What follows belongs to an exercise in optimizing a design on an open flow for small area, a short achievable clock period and few clock cycles per item; a production flow would make more cautious choices. Where RTL was checked, it was by simulation tests only, not by an equivalence proof against the original. For runs 1 to 3, only the layout was checked, not whether the RTL still works. Power is estimated from default activity; no workload was simulated.

### flow/design.v
`timescale 1 ns / 100 ps
module register_file (wa, wd, we, regs_flat, written, clk, rstb);
  input clk, rstb, we;
  input [3:0] wa;
  input [15:0] wd;
  output [255:0] regs_flat;
  output reg [15:0] written;
  reg [15:0] regs [0:15];
  always @(posedge clk, negedge rstb)
    if (!rstb) written <= 16'h0000;
    else if (we) written[wa] <= 1'b1;
  always @(posedge clk)
    if (we) regs[wa] <= wd;
  genvar k;
  generate for (k = 0; k < 16; k = k + 1) begin : g
    assign regs_flat[16*k +: 16] = regs[k];
  end endgenerate
endmodule
module rf_read (sel, use_reg, regs_flat, rd);
  input [15:0] sel;
  input use_reg;
  input [255:0] regs_flat;
  output [15:0] rd;
  function [15:0] init_val(input integer k);
    init_val = (k == 15) ? 16'hffff : (k == 14) ? 16'hfff8 : (16'h0001 << k);
  endfunction
  reg [15:0] r, iv;
  integer k;
  always @* begin
    r = 16'h0000; iv = 16'h0000;
    for (k = 0; k < 16; k = k + 1) begin
      r  = r  | ({16{sel[k]}} & regs_flat[16*k +: 16]);
      iv = iv | ({16{sel[k]}} & init_val(k));
    end
  end
  assign rd = use_reg ? r : iv;
endmodule
module addk (x, add1, add4, sub3, y);
  input [15:0] x;
  input add1, add4, sub3;
  output [15:0] y;
  wire a01 = x[1] & x[0];
  wire lo = add1 | sub3;             
  assign y[0] = x[0] ^ lo;
  assign y[1] = x[1] ^ (lo & x[0]);
  wire up = (add1 & a01) | add4;     
  wire dn = sub3 & ~a01;             
  genvar i;
  generate for (i = 2; i < 16; i = i + 1) begin : g
    wire p, z;
    if (i == 2) begin
      assign p = 1'b1; assign z = 1'b1;
    end else begin
      assign p = &x[i-1:2];
      assign z = ~|x[i-1:2];
    end
    assign y[i] = x[i] ^ ((up & p) | (dn & z));
  end endgenerate
endmodule
`timescale 1 ns / 100 ps
module ee457_lab7_P3 (CLK,RSTB,IMEM_ADDR,IMEM_DATA,WB_WRITE,WB_RA,WB_RD);
input CLK,RSTB;
output [5:0] IMEM_ADDR;
input [31:0] IMEM_DATA;
output reg WB_WRITE;
output reg [3:0] WB_RA;
output reg [15:0] WB_RD;
wire [255:0] regs_flat;
wire [15:0] written;
register_file RF (.wa(WB_RA), .wd(WB_RD), .we(WB_WRITE), .regs_flat(regs_flat),
                  .written(written), .clk(CLK), .rstb(RSTB));
reg [5:0] pc;
assign IMEM_ADDR = pc;
always @(posedge CLK, negedge RSTB)
  if (!RSTB) pc <= 6'd0;
  else pc <= pc + 6'd1;
wire [3:0] if_rx = IMEM_DATA[3:0];
wire [15:0] if_sel = 16'h0001 << if_rx;
wire [15:0] wb_dec = WB_WRITE ? (16'h0001 << WB_RA) : 16'h0000;
wire [15:0] written_nx = written | wb_dec;
reg id_v, ex_v;
reg [3:0] id_rd, ex_rd;
reg id_add1, id_add4, id_sub3;
reg [15:0] id_sel;
reg id_use, id_byp, id_hz;
always @(posedge CLK, negedge RSTB)
  if (!RSTB) id_v <= 1'b0;
  else id_v <= |IMEM_DATA[31:28];
always @(posedge CLK) begin
  id_add1 <= IMEM_DATA[28];
  id_add4 <= IMEM_DATA[29];
  id_sub3 <= IMEM_DATA[30];
  id_rd   <= IMEM_DATA[7:4];
  id_sel  <= if_sel;
  id_use  <= |(if_sel & written_nx);
  id_byp  <= ex_v && ex_rd == if_rx;    
  id_hz   <= id_v && id_rd == if_rx;    
end
wire [15:0] rf_rd;
rf_read RR (.sel(id_sel), .use_reg(id_use), .regs_flat(regs_flat), .rd(rf_rd));
reg ex_add1, ex_add4, ex_sub3, ex_hz;
reg [15:0] ex_a;
always @(posedge CLK, negedge RSTB)
  if (!RSTB) ex_v <= 1'b0;
  else ex_v <= id_v;
always @(posedge CLK) begin
  ex_a    <= id_byp ? WB_RD : rf_rd;
  ex_hz   <= id_hz;
  ex_add1 <= id_add1; ex_add4 <= id_add4; ex_sub3 <= id_sub3;
  ex_rd   <= id_rd;
end
wire [15:0] ex_x = ex_hz ? WB_RD : ex_a;
wire [15:0] ex_y;
addk AK (.x(ex_x), .add1(ex_add1), .add4(ex_add4), .sub3(ex_sub3), .y(ex_y));
always @(posedge CLK, negedge RSTB)
  if (!RSTB) WB_WRITE <= 1'b0;
  else WB_WRITE <= ex_v;
always @(posedge CLK) begin
  WB_RD <= ex_y;
  WB_RA <= ex_rd;
end
endmodule
### flow/run.sh
#!/bin/bash
# synth_recipe.tcl (not shown) runs the flow's synth.tcl, then flattens the netlist and writes it again
# the make line also repeats each setting of config.mk as NAME=value (left out here)
make -C /OpenROAD-flow-scripts/flow DESIGN_CONFIG=/design/flow/config.mk WORK_HOME=/design/flow/orfs CLKGATE_MAP_FILE= SYNTH_SCRIPT=/design/flow/synth_recipe.tcl finish
### flow/config.mk
export PLATFORM = sky130hd
export DESIGN_NAME = ee457_lab7_P3
export DESIGN_NICKNAME = ee457_lab7_P3
export VERILOG_FILES = /design/flow/design.v
export SDC_FILE = /design/flow/constraint.sdc
export NUM_CORES = 4
export LEC_CHECK = 0
export CAP_MARGIN = 20
export CORE_MARGIN = 2
export CORE_UTILIZATION = 40
export SLEW_MARGIN = 20
### flow/constraint.sdc
create_clock -name core_clock -period 3.0 [get_ports {CLK}]
set_input_delay 0.6000 -clock core_clock [delete_from_list [all_inputs] [get_ports {CLK}]]
set_output_delay 0.6000 -clock core_clock [all_outputs]
set_load 0.01 [all_outputs]
==> load_flow_metrics.sql, run 1 <==
INSERT INTO impl_metrics (metric_group, metric, value, unit) VALUES
('route', 'route.antenna.remaining_nets', '0', ''),
('pwr', 'total_switching_power', '3.09', 'mW'),
('floorplanning', 'num_rows', '65', ''),
('timing', 'timing.max_slew.rel_slack', '23.4', '%'),
('global_route', 'grt_pass1_vias', '7746', ''),
('clocking', 'insertion_delay', '530', 'ps'),
('placed_design', 'portbufs', '40', ''),
('critical_path', 'worst-path-buf-inv', '1', ''),
('timing', 'timing_worst_slew_pin_value', '1150', 'ps'),
('timing', 'timing.final.hold_violations', '0', ''),
('timing', 'finalSetupViolCount', '0', ''),
('placed_design', 'hpwl_dp', '20800', 'µm'),
('flow_run', 'drv_cap', '0', ''),
('route', 'remaining_drc_errors', '0', ''),
('route', 'vias', '7955', ''),
('placed_design', 'gp_routability_congestion', '0.835', ''),
('floorplanning', 'floorplan.core_area', '31700', 'µm²'),
('clocking', 'cts_resized', '0', ''),
('clocking', 'postCtsSetupBuffers', '0', ''),
('hold_path', 'worstHoldPathType', 'reg2reg', ''),
('critical_path', 'timing.rr.start', 'ex_hz$_DFF_P_', ''),
('critical_path', 'worstPathMaxFanout', '21', ''),
('global_route', 'grt.overflow.total', '0', ''),
('clocking', 'tritoncts', 'built', ''),
('critical_path', 'family_with_the_most_delay_on_the_worst_path', 'flip-flops', ''),
('cells_and_area', 'finalCoreUtilization', '48.0', '%'),
('synthesis', 'ys_async_sr_fraction', '7.12', '%'),
('clocking', 'ctsHtreeMaxLevel', '2', ''),
('clocking', 'cts-root-to-sink-buffers', '3', ''),
('timing', 'finalCritPeriodShare', '85.9', '%'),
('global_route', 'grt_util_all_layers', '20.6', '%'),
('synthesis', 'synth_commonest_cells', 'edfxtp_1, dfxtp_1, a22oi_1', ''),
('clocking', 'ctsRootBufferMaster', 'clkbuf_16', ''),
('global_route', 'grt_antenna_before_repair', '0', ''),
('pwr', 'share_comb_of_total_power', '12.6', '%'),
('synthesis', 'yosysTopAreaCellShare', '59.5', '%'),
('route', 'viasPerCell', '5.86', ''),
('synthesis', 'synth.net_count', '887', ''),
('pwr', 'power_frac_clock', '35.1', '%'),
('synthesis', 'post_synth_num_cell_types', '55', ''),
('run_status', 'status', 'finished clean', ''),
('synthesis', 'synthesis.instances', '844', ''),
('pwr', 'power_leakage', '5.13', 'nW'),
('timing', 'grt_setup_unrepaired', 'false', ''),
('pwr', 'power.share.switching', '25.3', '%'),
('hold_path', 'hold_path_origin', 'id_add1$_DFF_P_', ''),
('pwr', 'sequential_power_share', '52.3', '%'),
('placed_design', 'placedCellCount', '1291', ''),
('route', 'drt_pass1_iterations', '8', ''),
('critical_path', 'start_kind', 'flip-flop', ''),
('pwr', 'p_int', '9.14', 'mW'),
('floorplanning', 'die_height', '184', 'µm'),
('synthesis', 'synthesis_warning_total', '3', ''),
('placed_design', 'dpl-instance-area', '14100', 'µm²'),
('synthesis', 'yosysMostFrequentCell', 'edfxtp_1', ''),
('critical_path', 'critPathKind', 'reg2out', ''),
('cells_and_area', 'antenna-diode-count', '0', ''),
('cells_and_area', 'num-nets-final', '970', ''),
('clocking', 'cts.reportedPaths.clkPinSlew', '60', 'ps'),
('route', 'drt_first_iter_violations', '759', ''),
('clocking', 'numClockSinks', '351', ''),
('route', 'detail_route.wirelength', '34600', 'µm'),
('synthesis', 'avg_inst_size_synth', '15.3', 'µm²'),
('global_route', 'grt_first_pass_wirelength', '50400', 'µm'),
('critical_path', 'critical_path.max_stage_delay', '750', 'ps'),
('floorplanning', 'starting_density_of_the_core', '40.7', '%'),
('synthesis', 'synth_edf_count', '256', ''),
('synthesis', 'postSynthRegisterBits', '351', ''),
('timing', 'fin_skew', '14.7', 'ps'),
('global_route', 'grt_start_max_net_pins', '33', ''),
('critical_path', 'worst-endpoint-arrival', '1980', 'ps');
==> cells in the final DEF (no fill, tap or decap), drive strengths merged, types with 26 or more instances in the layout <==
cell,instances
nand4,26
edfxtp,256
buf,54
nor2,31
clkdlybuf4s50,40
a22oi,69
dfxtp,70
nand2,55
clkbuf,54
o21ai,37
==> logic make-up (layout without fill, tap and decap cells) <==
group                    count (synthesis)  in the layout  synth area share, %
XOR/XNOR                                29             29                 1.97
buffers and inverters                   54            165                 1.83
AND/OR/NAND/NOR                        184            184                 7.44
flip-flops                             351            351                 75.2
AO/OA/AOI/OAI                          200            200                 11.4
multiplexers                            17             17                 1.37
adder cells (fa/ha/maj)                  9              9                0.871
==> final cells by class <==
class	instances	area (µm²)
clock buffers	54	1010
clock inverters	12	115
fillers	2754	16500
inverters	5	18.8
multi-input cells	439	3020
flip-flops and latches	351	9710
well taps	402	503
repair buffers	94	856
==> power by group through the flow <==
stage	logic, mW	registers, mW	clock network (mW)
2_1_floorplan	0.605	6.57	0
3_3_place_gp	1.50	6.48	0
3_5_place_dp	1.53	6.50	0
4_1_cts	1.54	6.40	4.36
5_1_grt	1.67	6.45	4.55
6_report	1.54	6.39	4.30
==> metrics by stage <==
stage / power [mW] / hold slack [ps]
after global placement: 7.99 / 312
after detailed placement: 8.03 / 312
after floorplan: 7.17 / 304
final: 12.2 / 327
after CTS: 12.3 / 328
after global routing: 12.7 / 332
==> final timing paths <==
path,endpoint,slack (ps),cells past startpoint
setup reg to reg,WB_RD[12]$_DFF_P_,530,6
max in group asynchronous,pc[1]$_DFF_PN0_,2310,2
hold / removal,ex_add1$_DFF_P_,330,0
setup / recovery,WB_RD[7],420,1
min in group asynchronous,WB_WRITE$_DFF_PN0_,450,2
hold reg to reg,ex_add1$_DFF_P_,330,0
==> sequential cells by signal, indices dropped and copies added, names as in the netlist, 4 cells and up <==
register    flops
RF.written     16
WB_RA           4
WB_RD          16
pc              6
id_sel         16
id_rd           4
ex_rd           4
ex_a           16
RF.regs       256
==> routing by layer <==
metal / track usage [%] / wire [µm]
met5: 0 / 0
met3: 3.35 / 2510
met4: 6.72 / 884
met1: 28.3 / 14700
met2: 33.7 / 16400
==> run 2: changes to the inputs <==
--- a/flow/config.mk
+++ b/flow/config.mk
@@ -5,7 +5,9 @@
 export SDC_FILE = /design/flow/constraint.sdc
 export NUM_CORES = 4
 export LEC_CHECK = 0
+export ABC_CLOCK_PERIOD_IN_PS = 1500
 export CAP_MARGIN = 20
 export CORE_MARGIN = 2
 export CORE_UTILIZATION = 40
+export SETUP_SLACK_MARGIN = 1.3
 export SLEW_MARGIN = 20
==> run 2 against run 1 <==
Die area is the same. Sequential power down 0.9%. Combinational power rose by 34%. Utilization is 3.4 points higher. Maximum frequency increased by 34%. Global-route usage is 1.3 points higher. Via count up 4.9%. Largest power group unchanged. Worst setup slack gained 650 ps. Power rose by 3.9%. Wire length grew 6.7%. Area after synthesis unchanged. Sequential cell count unchanged.
==> load_flow_metrics.sql, run 2 <==
INSERT INTO impl_metrics (metric_group, metric, value, unit) VALUES
('run_status', 'status', 'finished clean', ''),
('synthesis', 'synth.net_count', '887', ''),
('synthesis', 'synthesis_warning_total', '3', ''),
('synthesis', 'cell_types_occupying_the_most_area_after_synthesis', 'edfxtp_1, dfxtp_1, dfrtp_1', ''),
('global_route', 'grt_util_all_layers', '22.0', '%'),
('cells_and_area', 'num-nets-final', '1029', ''),
('synthesis', 'synthFlopType', 'edfxtp_1', ''),
('pwr', 'power_leakage', '5.55', 'nW'),
('pwr', 'power_frac_clock', '33.9', '%'),
('cells_and_area', 'antenna-diode-count', '0', ''),
('global_route', 'grt_antenna_before_repair', '0', ''),
('pwr', 'ir_worst_vdd', '0.000506', 'V'),
('timing', 'timing_worst_slew_pin_value', '839', 'ps'),
('timing', 'timing.max_slew.rel_slack', '44.0', '%'),
('timing', 'finalCritPeriodShare', '64.2', '%'),
('pwr', 'sequential_power_share', '49.8', '%'),
('timing', 'timing.final.hold_violations', '0', ''),
('clocking', 'cts_buffers', '37', ''),
('timing', 'timing.fmax', '519', 'MHz'),
('critical_path', 'start_kind', 'flip-flop', ''),
('floorplanning', 'die_width', '184', 'µm'),
('synthesis', 'synth_top_family_by_area', 'compound AO/OA/AOI/OAI gates', ''),
('pwr', 'p_int', '9.29', 'mW'),
('synthesis', 'yosysSeqAreaShare', '75.2', '%'),
('clocking', 'numClockSinks', '351', ''),
('critical_path', 'critPathKind', 'reg2reg', ''),
('timing', 'fin_skew', '28.2', 'ps'),
('clocking', 'ctsHtreeMaxLevel', '2', ''),
('pwr', 'total_switching_power', '3.41', 'mW'),
('synthesis', 'post_synth_num_cell_types', '55', ''),
('route', 'remaining_drc_errors', '0', ''),
('synthesis', 'avg_inst_size_synth', '15.3', 'µm²'),
('clocking', 'cts-root-to-sink-buffers', '3', ''),
('route', 'vias', '8343', ''),
('synthesis', 'netlist_area', '12900', 'µm²'),
('synthesis', 'postSynthRegisterBits', '351', ''),
('timing', 'timing.setup.tns', '0', 'ps'),
('route', 'drt_first_iter_violations', '884', ''),
('pwr', 'share_comb_of_total_power', '16.3', '%'),
('cells_and_area', 'finalCoreUtilization', '51.4', '%'),
('global_route', 'grt_pass1_vias', '8183', ''),
('placed_design', 'pre_cts_ws', '528', 'ps'),
('cells_and_area', 'fillers', '2583', ''),
('route', 'route.antenna.remaining_nets', '0', ''),
('global_route', 'grt.overflow.total', '0', ''),
('cells_and_area', 'instances_no_fill', '1417', ''),
('synthesis', 'yosysMostFrequentCell', 'edfxtp_1', ''),
('cells_and_area', 'layout_common_cells', 'edfxtp_1, buf_4, a22oi_1', ''),
('cells_and_area', 'area_growth_syn_to_layout', '26.2', '%'),
('synthesis', 'synth.largest_area_cell', 'edfxtp_1', ''),
('placed_design', 'portbufs', '40', ''),
('critical_path', 'worstPathMaxFanout', '14', ''),
('floorplanning', 'floorplan.core_area', '31700', 'µm²'),
('cells_and_area', 'max_reg_flops', '256', ''),
('timing', 'period_minus_slack', '1930', 'ps'),
('pwr', 'power.share.switching', '26.9', '%'),
('pwr', 'cellPowerDensity', '779', 'nW/µm²'),
('floorplanning', 'top_level_ports', '61', ''),
('clocking', 'hold_buffers', '0', ''),
('clocking', 'tritoncts', 'built', ''),
('synthesis', 'synth_compound_gate_area_share', '11.4', '%'),
('floorplanning', 'starting_density_of_the_core', '40.7', '%'),
('timing', 'worst_slack', '1070', 'ps'),
('route', 'drt_pass1_iterations', '5', ''),
('synthesis', 'synth_edf_count', '256', ''),
('clocking', 'ctsRootBufferMaster', 'clkbuf_16', ''),
('cells_and_area', 'final_common_cell', 'edfxtp_1', ''),
('pwr', 'fin_total_pwr', '12.7', 'mW'),
('cells_and_area', 'registers.top_by_ff_count', 'RF.regs', ''),
('clocking', 'insertion_delay', '540', 'ps'),
('synthesis', 'synthesis.instances', '844', ''),
('synthesis', 'synth_commonest_cells', 'edfxtp_1, dfxtp_1, a22oi_1', ''),
('cells_and_area', 'drive_gt1_share', '31.3', '%'),
('critical_path', 'worstSetupEndpointType', 'flip-flop', ''),
('route', 'detail_route.wirelength', '36900', 'µm'),
('synthesis', 'synth_fa_ha_area_share', '0.871', '%'),
('critical_path', 'required', '3390', 'ps'),
('synthesis', 'synth-simple-area-share', '7.44', '%'),
('timing', 'finalHoldWorstSlack', '325', 'ps'),
('floorplanning', 'num_rows', '65', ''),
('route', 'viasPerCell', '5.89', ''),
('placed_design', 'placedCellCount', '1273', ''),
('synthesis', 'yosysTopAreaCellShare', '59.5', '%'),
('placed_design', 'hpwl_dp', '19600', 'µm'),
('hold_path', 'worstHoldPathType', 'reg2reg', ''),
('clocking', 'cts.reportedPaths.clkPinSlew', '60', 'ps'),
('route', 'wl_per_cell', '26.0', 'µm'),
('critical_path', 'worst-endpoint-arrival', '2320', 'ps'),
('synthesis', 'muxShareOfSynthArea', '1.37', '%'),
('synthesis', 'synthXorXnorAreaFrac', '1.97', '%'),
('flow_run', 'drv_cap', '0', ''),
('synthesis', 'ys_async_sr_fraction', '7.12', '%'),
('timing', 'grt_setup_unrepaired', 'true', ''),
('placed_design', 'dpl-instance-area', '14100', 'µm²'),
('timing', 'finalSetupViolCount', '0', ''),
('floorplanning', 'die_height', '184', 'µm'),
('floorplanning', 'design.die.area', '33800', 'µm²'),
('global_route', 'grt_first_pass_wirelength', '53500', 'µm'),
('timing', 'timing_max_transition_violations_final', '0', ''),
('cells_and_area', 'layout.cell_area.non_filler', '16300', 'µm²'),
('placed_design', 'gp_routability_congestion', '0.826', ''),
('global_route', 'grt_start_max_net_pins', '20', '');
-- run 2: power groups by stage --
stage | Sequential (mW) | Combinational (mW) | Clock (mW)
finish | 6.33 | 2.07 | 4.30
floorplan | 6.60 | 0.640 | 0
global placement | 6.79 | 1.17 | 0
global route | 6.37 | 2.22 | 4.54
CTS | 6.32 | 1.98 | 4.35
detailed placement | 6.81 | 1.18 | 0
-- run 2: routing by layer --
metal | GRT usage, % | up-vias | routed length (µm)
met3 | 4.00 | 75 | 2890
met1 | 30.8 | 4260 | 15700
li1 | - | 3630 | -
met2 | 35.3 | 378 | 17400
met5 | 0 | - | 0
met4 | 6.21 | 0 | 967
-- run 2: final timing paths --
| kind | from | end | slack, ps | cells past startpoint |
|---|---|---|---|---|
| worst max-delay path | ex_hz$_DFF_P_ | WB_RD[15]$_DFF_P_ | 1070 | 6 |
| worst min-delay path | id_sub3$_DFF_P_ | ex_sub3$_DFF_P_ | 330 | 0 |
| worst max register to register | ex_hz$_DFF_P_ | WB_RD[15]$_DFF_P_ | 1070 | 6 |
| worst min register to register | id_sub3$_DFF_P_ | ex_sub3$_DFF_P_ | 330 | 0 |
| max in group asynchronous | RSTB | RF.written[3]$_DFFE_PN0P_ | 1860 | 2 |
| min in group asynchronous | RSTB | ex_v$_DFF_PN0_ | 490 | 1 |
-- run 2: critical path, cell delays in order, from the launching register on --
cell     delay, ps
dfxtp_4        390
buf_12         180
mux2i_4        450
and4_2         340
and3_1         180
a22oi_2         60
xor2_1         150
-- run 2: layout make-up --
| cell class | instances | area [µm²] | share of cell area [%] |
|---|---|---|---|
| Tap cell | 402 | 503 | 3.08 |
| Multi-Input combinational cell | 439 | 3430 | 21.0 |
| Inverter | 5 | 21.3 | 0.130 |
| Sequential cell | 351 | 9850 | 60.4 |
| Clock buffer | 46 | 970 | 5.95 |
| Clock inverter | 22 | 163 | 0.997 |
| Timing Repair Buffer | 152 | 1380 | 8.43 |
-- run 2: timing repair --
item / CTS / global route
pin swaps: 14 / 13
setup endpoints to repair: 325 / 123
setup buffers: 67 / 7
cloned: 1 / 1
resized for setup: 203 / 68
-- run 2: cells by family after synthesis --
kind of cell    Yosys count
simple gates            184
fa+ha+maj                 9
xor+xnor                 29
flops                   351
mux                      17
buf+inv                  54
compound gates          200
==> run 3: changes to the inputs <==
==> flow/design.v (replaced) <==
`timescale 1 ns / 100 ps
module register_file (wa, wd, we, regs_flat, written, clk, rstb);
  input clk, rstb, we;
  input [3:0] wa;
  input [15:0] wd;
  output [255:0] regs_flat;
  output reg [15:0] written;
  reg [15:0] regs [0:15];
  always @(posedge clk, negedge rstb)
    if (!rstb) written <= 16'h0000;
    else if (we) written[wa] <= 1'b1;
  always @(posedge clk)
    if (we) regs[wa] <= wd;
  genvar k;
  generate for (k = 0; k < 16; k = k + 1) begin : g
    assign regs_flat[16*k +: 16] = regs[k];
  end endgenerate
endmodule
module addk (x, add1, add4, sub3, y);
  input [15:0] x;
  input add1, add4, sub3;
  output [15:0] y;
  wire a01 = x[1] & x[0];
  wire lo = add1 | sub3;             
  assign y[0] = x[0] ^ lo;
  assign y[1] = x[1] ^ (lo & x[0]);
  wire up = (add1 & a01) | add4;     
  wire dn = sub3 & ~a01;             
  genvar i;
  generate for (i = 2; i < 16; i = i + 1) begin : g
    wire p, z;
    if (i == 2) begin
      assign p = 1'b1; assign z = 1'b1;
    end else begin
      assign p = &x[i-1:2];
      assign z = ~|x[i-1:2];
    end
    assign y[i] = x[i] ^ ((up & p) | (dn & z));
  end endgenerate
endmodule
`timescale 1 ns / 100 ps
module ee457_lab7_P3 (CLK,RSTB,IMEM_ADDR,IMEM_DATA,WB_WRITE,WB_RA,WB_RD);
input CLK,RSTB;
output [5:0] IMEM_ADDR;
input [31:0] IMEM_DATA;
output reg WB_WRITE;
output reg [3:0] WB_RA;
output reg [15:0] WB_RD;
wire [255:0] regs_flat;
wire [15:0] written;
register_file RF (.wa(WB_RA), .wd(WB_RD), .we(WB_WRITE), .regs_flat(regs_flat),
                  .written(written), .clk(CLK), .rstb(RSTB));
function [15:0] init_val(input integer k);
  init_val = (k == 15) ? 16'hffff : (k == 14) ? 16'hfff8 : (16'h0001 << k);
endfunction
reg [5:0] pc;
assign IMEM_ADDR = pc;
always @(posedge CLK, negedge RSTB)
  if (!RSTB) pc <= 6'd0;
  else pc <= pc + 6'd1;
reg id_v, ex_v;
reg [3:0] id_rd, ex_rd;
wire [3:0] if_rx = IMEM_DATA[3:0];
wire [15:0] if_sel = 16'h0001 << if_rx;
wire [15:0] written_nx = written | (WB_WRITE ? (16'h0001 << WB_RA) : 16'h0000);
wire if_hz  = id_v && id_rd == if_rx;             
wire if_byp = ex_v && ex_rd == if_rx && !if_hz;   
wire if_use = written_nx[if_rx];
wire if_rf  = !if_hz && !if_byp;
reg id_add1, id_add4, id_sub3;
reg id_hz, id_byp, id_init;
reg [15:0] id_sel;    
reg [3:0] id_rx;
always @(posedge CLK, negedge RSTB)
  if (!RSTB) id_v <= 1'b0;
  else id_v <= |IMEM_DATA[31:28];
always @(posedge CLK) begin
  id_add1 <= IMEM_DATA[28];
  id_add4 <= IMEM_DATA[29];
  id_sub3 <= IMEM_DATA[30];
  id_rd   <= IMEM_DATA[7:4];
  id_rx   <= if_rx;
  id_hz   <= if_hz;
  id_byp  <= if_byp;
  id_init <= if_rf && !if_use;
  id_sel  <= (if_rf && if_use) ? if_sel : 16'h0000;
end
reg [15:0] rd_val;
integer k;
always @* begin
  rd_val = 16'h0000;
  for (k = 0; k < 16; k = k + 1)
    rd_val = rd_val | ({16{id_sel[k]}} & regs_flat[16*k +: 16]);
end
wire [15:0] ex_y;
wire [15:0] id_x = ({16{id_hz}} & ex_y) | ({16{id_byp}} & WB_RD) | rd_val
                 | ({16{id_init}} & init_val(id_rx));
reg ex_add1, ex_add4, ex_sub3;
reg [15:0] ex_a;
always @(posedge CLK, negedge RSTB)
  if (!RSTB) ex_v <= 1'b0;
  else ex_v <= id_v;
always @(posedge CLK) begin
  ex_a    <= id_x;
  ex_add1 <= id_add1; ex_add4 <= id_add4; ex_sub3 <= id_sub3;
  ex_rd   <= id_rd;
end
addk AK (.x(ex_a), .add1(ex_add1), .add4(ex_add4), .sub3(ex_sub3), .y(ex_y));
always @(posedge CLK, negedge RSTB)
  if (!RSTB) WB_WRITE <= 1'b0;
  else WB_WRITE <= ex_v;
always @(posedge CLK) begin
  WB_RD <= ex_y;
  WB_RA <= ex_rd;
end
endmodule
==> run 3 against run 2 <==
Sequential cell count grew 3. Non-clock buffer count is 2 higher. Utilization rose by 0.095 points. Clock skew decreased by 7.1 ps. Global-route usage increased by 0.49 points. First-iteration DRC count grew 3.5%. Highest routed layer unchanged. Area after synthesis rose by 2.0%. Worst setup slack got worse by 66 ps. Critical endpoint is now id_init$_DFF_P_.
==> load_flow_metrics.sql, run 3 <==
INSERT INTO impl_metrics (metric_group, metric, value, unit) VALUES
('route', 'drt_first_iter_violations', '915', ''),
('clocking', 'tritoncts', 'built', ''),
('clocking', 'ctsHtreeMaxLevel', '2', ''),
('cells_and_area', 'layout.cell_area.non_filler', '16800', 'µm²'),
('floorplanning', 'floorplan.core_area', '32500', 'µm²'),
('synthesis', 'ys_async_sr_fraction', '7.06', '%'),
('critical_path', 'slowest_stage_cell_on_the_critical_path', 'dfrtp_4', ''),
('placed_design', 'hpwl_dp', '20800', 'µm'),
('critical_path', 'worstPathMaxFanout', '7', ''),
('pwr', 'total_switching_power', '3.12', 'mW'),
('pwr', 'ir_worst_vdd', '0.000396', 'V'),
('pwr', 'sequential_power_share', '51.4', '%'),
('cells_and_area', 'final_common_cell', 'edfxtp_1', ''),
('pwr', 'power.share.switching', '25.3', '%'),
('global_route', 'grt_util_all_layers', '22.5', '%'),
('synthesis', 'synth_commonest_cells', 'edfxtp_1, dfxtp_1, a22oi_1', ''),
('cells_and_area', 'drive_gt1_share', '35.0', '%'),
('route', 'viasPerCell', '5.96', ''),
('critical_path', 'worstSetupEndpointType', 'flip-flop', ''),
('floorplanning', 'num_rows', '66', ''),
('pwr', 'power_leakage', '5.84', 'nW'),
('synthesis', 'muxShareOfSynthArea', '0.0759', '%'),
('cells_and_area', 'antenna-diode-count', '0', ''),
('critical_path', 'family_with_the_most_delay_on_the_worst_path', 'compound AO/OA/AOI/OAI gates', ''),
('cells_and_area', 'num-nets-final', '1007', ''),
('synthesis', 'netlist_area', '13200', 'µm²'),
('cells_and_area', 'registers.top_by_ff_count', 'RF.regs', ''),
('timing', 'grt_setup_unrepaired', 'true', ''),
('synthesis', 'synth.net_count', '868', ''),
('pwr', 'fin_total_pwr', '12.3', 'mW'),
('timing', 'timing.max_slew.rel_slack', '33.4', '%'),
('synthesis', 'synth.largest_area_cell', 'edfxtp_1', ''),
('timing', 'timing.setup.tns', '0', 'ps'),
('floorplanning', 'design.die.area', '34400', 'µm²'),
('global_route', 'grt_start_max_net_pins', '26', ''),
('route', 'drt_pass1_iterations', '6', ''),
('synthesis', 'yosysSeqAreaShare', '74.1', '%'),
('critical_path', 'required', '3460', 'ps'),
('clocking', 'ctsRootBufferMaster', 'clkbuf_16', ''),
('synthesis', 'synthesis.instances', '825', ''),
('timing', 'finalCritPeriodShare', '66.4', '%'),
('synthesis', 'yosysMostFrequentCell', 'edfxtp_1', ''),
('synthesis', 'synthesis_warning_total', '2', ''),
('placed_design', 'gp_routability_congestion', '0.861', ''),
('timing', 'fin_skew', '21.2', 'ps'),
('timing', 'timing_max_transition_violations_final', '0', ''),
('placed_design', 'portbufs', '40', ''),
('clocking', 'hold_buffers', '0', ''),
('timing', 'timing.final.hold_violations', '0', ''),
('critical_path', 'worst-path-buf-inv', '4', ''),
('route', 'route.antenna.remaining_nets', '0', ''),
('floorplanning', 'starting_density_of_the_core', '40.5', '%'),
('critical_path', 'worst-endpoint-arrival', '2450', 'ps'),
('critical_path', 'critPathKind', 'reg2reg', ''),
('critical_path', 'critical_path.max_stage_delay', '470', 'ps'),
('cells_and_area', 'fillers', '2662', ''),
('run_status', 'status', 'finished clean', ''),
('flow_run', 'drv_cap', '0', ''),
('timing', 'timing.fmax', '502', 'MHz'),
('route', 'wl_per_cell', '27.4', 'µm'),
('floorplanning', 'die_height', '186', 'µm'),
('global_route', 'grt_first_pass_wirelength', '55300', 'µm'),
('synthesis', 'avg_inst_size_synth', '16.0', 'µm²'),
('global_route', 'grt_pass1_vias', '8292', ''),
('clocking', 'cts_buffers', '37', ''),
('route', 'vias', '8543', ''),
('pwr', 'share_comb_of_total_power', '12.9', '%'),
('route', 'detail_route.wirelength', '39300', 'µm'),
('floorplanning', 'top_level_ports', '61', ''),
('floorplanning', 'die_width', '186', 'µm'),
('global_route', 'grt.overflow.total', '0', ''),
('pwr', 'p_int', '9.22', 'mW'),
('clocking', 'cts-root-to-sink-buffers', '3', ''),
('clocking', 'numClockSinks', '354', ''),
('clocking', 'insertion_delay', '530', 'ps'),
('route', 'remaining_drc_errors', '0', ''),
('placed_design', 'placedCellCount', '1290', ''),
('synthesis', 'synth_top_family_by_area', 'compound AO/OA/AOI/OAI gates', ''),
('hold_path', 'worstHoldPathType', 'reg2reg', ''),
('pwr', 'power_frac_clock', '35.7', '%'),
('placed_design', 'dpl-instance-area', '14300', 'µm²'),
('pwr', 'cellPowerDensity', '736', 'nW/µm²'),
('synthesis', 'cell_types_occupying_the_most_area_after_synthesis', 'edfxtp_1, dfxtp_1, dfrtp_1', ''),
('timing', 'period_minus_slack', '1990', 'ps'),
('synthesis', 'synthXorXnorAreaFrac', '2.10', '%'),
('cells_and_area', 'area_growth_syn_to_layout', '27.2', '%'),
('critical_path', 'crit_path_cell_trace', 'buf_6 > buf_6 > buf_4 > buf_12 > a311o_1 > o311a_1 > a211o_1 > a21oi_2', ''),
('timing', 'timing_worst_slew_pin_value', '998', 'ps'),
('cells_and_area', 'instances_no_fill', '1434', ''),
('synthesis', 'synth_edf_count', '256', ''),
('synthesis', 'synth_compound_gate_area_share', '13.7', '%'),
('synthesis', 'yosysTopAreaCellShare', '58.3', '%'),
('cells_and_area', 'layout_common_cells', 'edfxtp_1, buf_4, a22oi_1', ''),
('critical_path', 'cp_common_cell', 'buf_6', ''),
('synthesis', 'synth-simple-area-share', '6.90', '%'),
('timing', 'finalSetupViolCount', '0', ''),
('synthesis', 'post_synth_num_cell_types', '74', ''),
('global_route', 'grt_antenna_before_repair', '0', ''),
('synthesis', 'postSynthRegisterBits', '354', ''),
('clocking', 'cts.reportedPaths.clkPinSlew', '60', 'ps'),
('synthesis', 'synthFlopType', 'edfxtp_1', ''),
('timing', 'finalHoldWorstSlack', '326', 'ps'),
('synthesis', 'synth_fa_ha_area_share', '0.854', '%'),
('critical_path', 'start_kind', 'flip-flop', ''),
('cells_and_area', 'max_reg_flops', '256', '');
## run 3: cell types whose count changed after synthesis, moves of 10 or more
cell,delta
a211o_1,+15
a221oi_1,+10
inv_1,+10
mux2i_1,-13
nand2_1,-37
nor2_1,-15
nor3_1,+10
o21ai_0,-33
## run 3: power by group through the flow
stage | combinational [mW] | sequential, mW | clock [mW]
floorplan | 0.560 | 6.43 | 0
global placement | 1.05 | 6.55 | 0
finish | 1.59 | 6.35 | 4.40
global route | 1.70 | 6.38 | 4.67
detailed placement | 1.06 | 6.58 | 0
CTS | 1.43 | 6.37 | 4.46
## run 3: kinds of logic after synthesis
logic type	Yosys count
flops	354
compound gates	210
simple gates	153
buf+inv	69
xor+xnor	29
fa+ha+maj	9
mux	1
## run 3: per-layer routing
layer,part of all wire (%),wire [µm],global-route usage (%)
met1,41,16000,31.1
met2,48,19000,36.9
met3,8.1,3180,3.33
met4,2.9,1150,6.49
met5,0,0,0
## run 3: final timing paths
path | startpoint | depth (start not counted) | slack [ps] | endpoint
min reg2reg | id_add4$_DFF_P_ | 0 | 330 | ex_add4$_DFF_P_
max reg2reg | WB_WRITE$_DFF_PN0_ | 8 | 1010 | id_init$_DFF_P_
min | id_add4$_DFF_P_ | 0 | 330 | ex_add4$_DFF_P_
min in group asynchronous | RSTB | 2 | 430 | RF.written[6]$_DFFE_PN0P_
max | WB_WRITE$_DFF_PN0_ | 8 | 1010 | id_init$_DFF_P_
max in group asynchronous | RSTB | 2 | 2280 | WB_WRITE$_DFF_PN0_
## run 3: cell type report
class | count | area (µm²) | area share [%]
Multi-Input combinational cell | 402 | 3640 | 21.7
Clock buffer | 53 | 1060 | 6.31
Inverter | 15 | 72.6 | 0.433
Clock inverter | 14 | 108 | 0.642
Tap cell | 442 | 553 | 3.30
Timing Repair Buffer | 154 | 1420 | 8.45
Sequential cell | 354 | 9910 | 59.1
## run 3: what timing repair did
action,in CTS,in global routing
endpoints found under the setup margin,277,147
pin swaps,36,37
hold endpoints to repair,0,0
gates resized for setup,239,66
gates cloned,0,2
setup buffers,51,24
## run 3: per-stage QoR
step | worst slack [ps] | utilization (%)
after floorplan | 1150 | -
after global placement | 408 | 44.1
after detailed placement | 406 | 44.1
after CTS | 1060 | 49.9
after global routing | 960 | 51.5
final | 1010 | 51.5
==> run 4: changes to the inputs <==
--- a/flow/design.v
+++ b/flow/design.v
@@ -1,16 +1,14 @@
 `timescale 1 ns / 100 ps
-module register_file (wa, wd, we, regs_flat, written, clk, rstb);
-  input clk, rstb, we;
-  input [3:0] wa;
+module register_file (we, wd, regs_flat, clk);
+  input clk;
+  input [15:0] we;
   input [15:0] wd;
   output [255:0] regs_flat;
-  output reg [15:0] written;
   reg [15:0] regs [0:15];
-  always @(posedge clk, negedge rstb)
-    if (!rstb) written <= 16'h0000;
-    else if (we) written[wa] <= 1'b1;
+  integer j;
   always @(posedge clk)
-    if (we) regs[wa] <= wd;
+    for (j = 0; j < 16; j = j + 1)
+      if (we[j]) regs[j] <= wd;
   genvar k;
   generate for (k = 0; k < 16; k = k + 1) begin : g
     assign regs_flat[16*k +: 16] = regs[k];
@@ -46,10 +44,9 @@
 output reg WB_WRITE;
 output reg [3:0] WB_RA;
 output reg [15:0] WB_RD;
+reg [15:0] wb_we;
 wire [255:0] regs_flat;
-wire [15:0] written;
-register_file RF (.wa(WB_RA), .wd(WB_RD), .we(WB_WRITE), .regs_flat(regs_flat),
-                  .written(written), .clk(CLK), .rstb(RSTB));
+register_file RF (.we(wb_we), .wd(WB_RD), .regs_flat(regs_flat), .clk(CLK));
 function [15:0] init_val(input integer k);
   init_val = (k == 15) ? 16'hffff : (k == 14) ? 16'hfff8 : (16'h0001 << k);
 endfunction
@@ -62,10 +59,14 @@
 reg [3:0] id_rd, ex_rd;
 wire [3:0] if_rx = IMEM_DATA[3:0];
 wire [15:0] if_sel = 16'h0001 << if_rx;
-wire [15:0] written_nx = written | (WB_WRITE ? (16'h0001 << WB_RA) : 16'h0000);
+reg [15:0] written;
+wire [15:0] ex_dec = ex_v ? (16'h0001 << ex_rd) : 16'h0000;
+always @(posedge CLK, negedge RSTB)
+  if (!RSTB) written <= 16'h0000;
+  else written <= written | ex_dec;
 wire if_hz  = id_v && id_rd == if_rx;             
 wire if_byp = ex_v && ex_rd == if_rx && !if_hz;   
-wire if_use = written_nx[if_rx];
+wire if_use = written[if_rx];
 wire if_rf  = !if_hz && !if_byp;
 reg id_add1, id_add4, id_sub3;
 reg id_hz, id_byp, id_init;
@@ -83,7 +84,7 @@
   id_hz   <= if_hz;
   id_byp  <= if_byp;
   id_init <= if_rf && !if_use;
-  id_sel  <= (if_rf && if_use) ? if_sel : 16'h0000;
+  id_sel  <= if_sel & written & {16{if_rf}};
 end
 reg [15:0] rd_val;
 integer k;
@@ -112,5 +113,6 @@
 always @(posedge CLK) begin
   WB_RD <= ex_y;
   WB_RA <= ex_rd;
+  wb_we <= ex_dec;    
 end
 endmodule
==> run 4 against run 3 <==
Still clean. Via count decreased by 10%. Sequential share of layout area grew 6.0 points. Critical path depth fell by 2. Count of clock-buffer cells in the layout is 3 higher. First-iteration DRC count increased by 5.4%. Sequential cell count rose by 16. Global-route usage fell by 1.5 points. Clock power down 1%. Final cell count decreased by 5.5%. Clock skew is 2.0 ps lower. Hold slack better by 1.9 ps. Cell area decreased by 6.8%. Critical endpoint is now ex_a[10]$_DFF_P_.
==> load_flow_metrics.sql, run 4 <==
INSERT INTO impl_metrics (metric_group, metric, value, unit) VALUES
('placed_design', 'pre_cts_ws', '301', 'ps'),
('synthesis', 'synth_edf_count', '256', ''),
('route', 'route.antenna.remaining_nets', '0', ''),
('pwr', 'sequential_power_share', '53.6', '%'),
('critical_path', 'worstPathMaxFanout', '4', ''),
('synthesis', 'yosysTopAreaCellShare', '58.7', '%'),
('route', 'drt_pass1_iterations', '5', ''),
('global_route', 'grt_pass1_vias', '7758', ''),
('synthesis', 'synthesis.instances', '794', ''),
('synthesis', 'yosysMostFrequentCell', 'edfxtp_1', ''),
('cells_and_area', 'finalCoreUtilization', '48.3', '%'),
('synthesis', 'postSynthRegisterBits', '370', ''),
('cells_and_area', 'registers.top_by_ff_count', 'RF.regs', ''),
('pwr', 'power.share.switching', '24.5', '%'),
('synthesis', 'synthesis_warning_total', '3', ''),
('run_status', 'status', 'finished clean', ''),
('placed_design', 'portbufs', '40', ''),
('clocking', 'cts_buffers', '37', ''),
('clocking', 'ctsRootBufferMaster', 'clkbuf_16', ''),
('timing', 'worst_slack', '1120', 'ps'),
('timing', 'finalSetupViolCount', '0', ''),
('route', 'remaining_drc_errors', '0', ''),
('floorplanning', 'starting_density_of_the_core', '40.4', '%'),
('timing', 'timing_worst_slew_pin_value', '1150', 'ps'),
('floorplanning', 'die_height', '185', 'µm'),
('timing', 'timing_max_transition_violations_final', '0', ''),
('global_route', 'grt_start_max_net_pins', '26', ''),
('pwr', 'power_frac_clock', '35.5', '%'),
('pwr', 'ir_worst_vdd', '0.000445', 'V'),
('timing', 'grt_setup_unrepaired', 'true', ''),
('route', 'wl_per_cell', '26.1', 'µm'),
('critical_path', 'setup.worst_path.end', 'ex_a[10]$_DFF_P_', ''),
('pwr', 'share_comb_of_total_power', '10.9', '%'),
('clocking', 'cts-root-to-sink-buffers', '3', ''),
('clocking', 'ctsHtreeMaxLevel', '2', ''),
('timing', 'timing.final.hold_violations', '0', ''),
('pwr', 'p_int', '9.25', 'mW'),
('cells_and_area', 'area_growth_syn_to_layout', '19.4', '%'),
('pwr', 'total_switching_power', '3.00', 'mW'),
('clocking', 'cts.reportedPaths.clkPinSlew', '60', 'ps'),
('pwr', 'cellPowerDensity', '784', 'nW/µm²'),
('timing', 'timing.fmax', '533', 'MHz'),
('pwr', 'power_leakage', '5.42', 'nW'),
('critical_path', 'worstSetupEndpointType', 'flip-flop', ''),
('floorplanning', 'design.die.area', '34200', 'µm²'),
('critical_path', 'timing.rr.start', 'ex_a[5]$_DFF_P_', ''),
('clocking', 'tritoncts', 'built', ''),
('hold_path', 'worstHoldPathType', 'reg2reg', ''),
('cells_and_area', 'num-nets-final', '920', '');
[run 4: changes by cell type after synthesis, sizes merged, moves of 7 or more]
| cell | before | now |
|---|---|---|
| a21o | 9 | 0 |
| and3 | 8 | 20 |
| buf | 12 | 4 |
| dfxtp | 73 | 89 |
| ha | 9 | 2 |
| inv | 15 | 6 |
| nand4 | 24 | 31 |
| nor3 | 25 | 8 |
| or2 | 2 | 19 |
[run 4: timing repair]
action	4_1_cts	5_1_grt
resized for setup	168	37
hold buffers	0	0
endpoints found under the setup margin	69	48
setup buffers	29	4
pin swaps	14	18
cloned	0	0
[run 4: routing by layer]
metal | wire (µm) | global-route usage [%] | share of wire [%]
met1 | 15100 | 29.3 | 43
met2 | 16800 | 33.2 | 48
met3 | 2410 | 3.56 | 6.8
met4 | 965 | 7.33 | 2.7
met5 | 0 | 0 | 0
[run 4: logic make-up after synthesis]
group | count (synthesis) | synth area share, %
compound gates | 169 | 10.4
xor+xnor | 26 | 1.85
fa+ha+maj | 2 | 0.191
buf+inv | 57 | 2.03
flops | 370 | 77.1
mux | 7 | 1.01
simple gates | 163 | 7.38
[run 4: power by group through the flow]
stage / sequential [mW] / clock [mW] / combinational (mW)
6_report: 6.57 / 4.35 / 1.33
5_1_grt: 6.60 / 4.66 / 1.44
4_1_cts: 6.55 / 4.42 / 1.29
3_5_place_dp: 6.78 / 0 / 1.01
3_3_place_gp: 6.76 / 0 / 0.992
2_1_floorplan: 6.68 / 0 / 0.496
[run 4: critical path, cell delays in order, from the launching register on]
cell and delay (ps):
dfxtp_4 350, or4_4 540, nor3_4 150, buf_6 140, a32oi_2 130, xnor2_2 180, a211o_1 260
[run 4: layout make-up]
class	count	area, µm²
clock buffers	56	1040
flip-flops and latches	370	10200
multi-input cells	367	2950
fillers	2809	16700
clock inverters	12	111
inverters	6	22.5
well taps	442	553
repair buffers	102	764
[run 4: how the worst min path moves through the flow]
stage                         start                  to  slack (ps)  depth (start not counted)
finish              id_add4$_DFF_P_     ex_add4$_DFF_P_         330                          0
global route        id_add1$_DFF_P_     ex_add1$_DFF_P_         340                          0
CTS                 id_add4$_DFF_P_     ex_add4$_DFF_P_         330                          0
detailed placement  id_add4$_DFF_P_     ex_add4$_DFF_P_         310                          0
global placement    id_sub3$_DFF_P_     ex_sub3$_DFF_P_         310                          0
floorplan                      RSTB  WB_WRITE$_DFF_PN0_         300                          0
[run 4: through the flow]
step                power [mW]  hold WS (ps)
floorplan                 7.17           304
CTS                       12.3           327
detailed placement        7.79           313
finish                    12.3           328
global placement          7.75           314
global route              12.7           339
Testbench counts of run 4, summed over its fixed seeds: cycles 12,384, instrs 11,636.

[what the ideal ports hide]
How much do the figures lean on ideal ports? The routed layouts below were timed once more, with nothing changed but the port constraints.
Step 1 sets driving cells, clkbuf_16 on the clock port and buf_2 on the other inputs (assumed; they add their load-dependent delay and slew).
Step 2 moves the port delays by t, midway between the first and last clock arrival at a register: inputs arrive t later, outputs are due t later. That takes back most of the time a late clock gives input paths.
a / b / c = ideal / step 1 / step 2; a / b = the first two.
run | shift t [ns] | slack for setup (ns) | worst register clock-pin slew, ns
run 1 | 0.569 | 0.424 / 0.373 / 0.422 | 0.06 / 0.06
run 2 | 0.576 | 1.074 / 1.074 / 0.761 | 0.06 / 0.06
run 3 | 0.571 | 1.007 / 1.007 / 0.631 | 0.07 / 0.07
run 4 | 0.573 | 1.125 / 1.125 / 0.878 | 0.06 / 0.06
After both steps setup and hold are still met in every run listed. The setup slack of run 3, which loses most, moves by 0.000 ns with the drivers and by -0.376 ns with both steps.
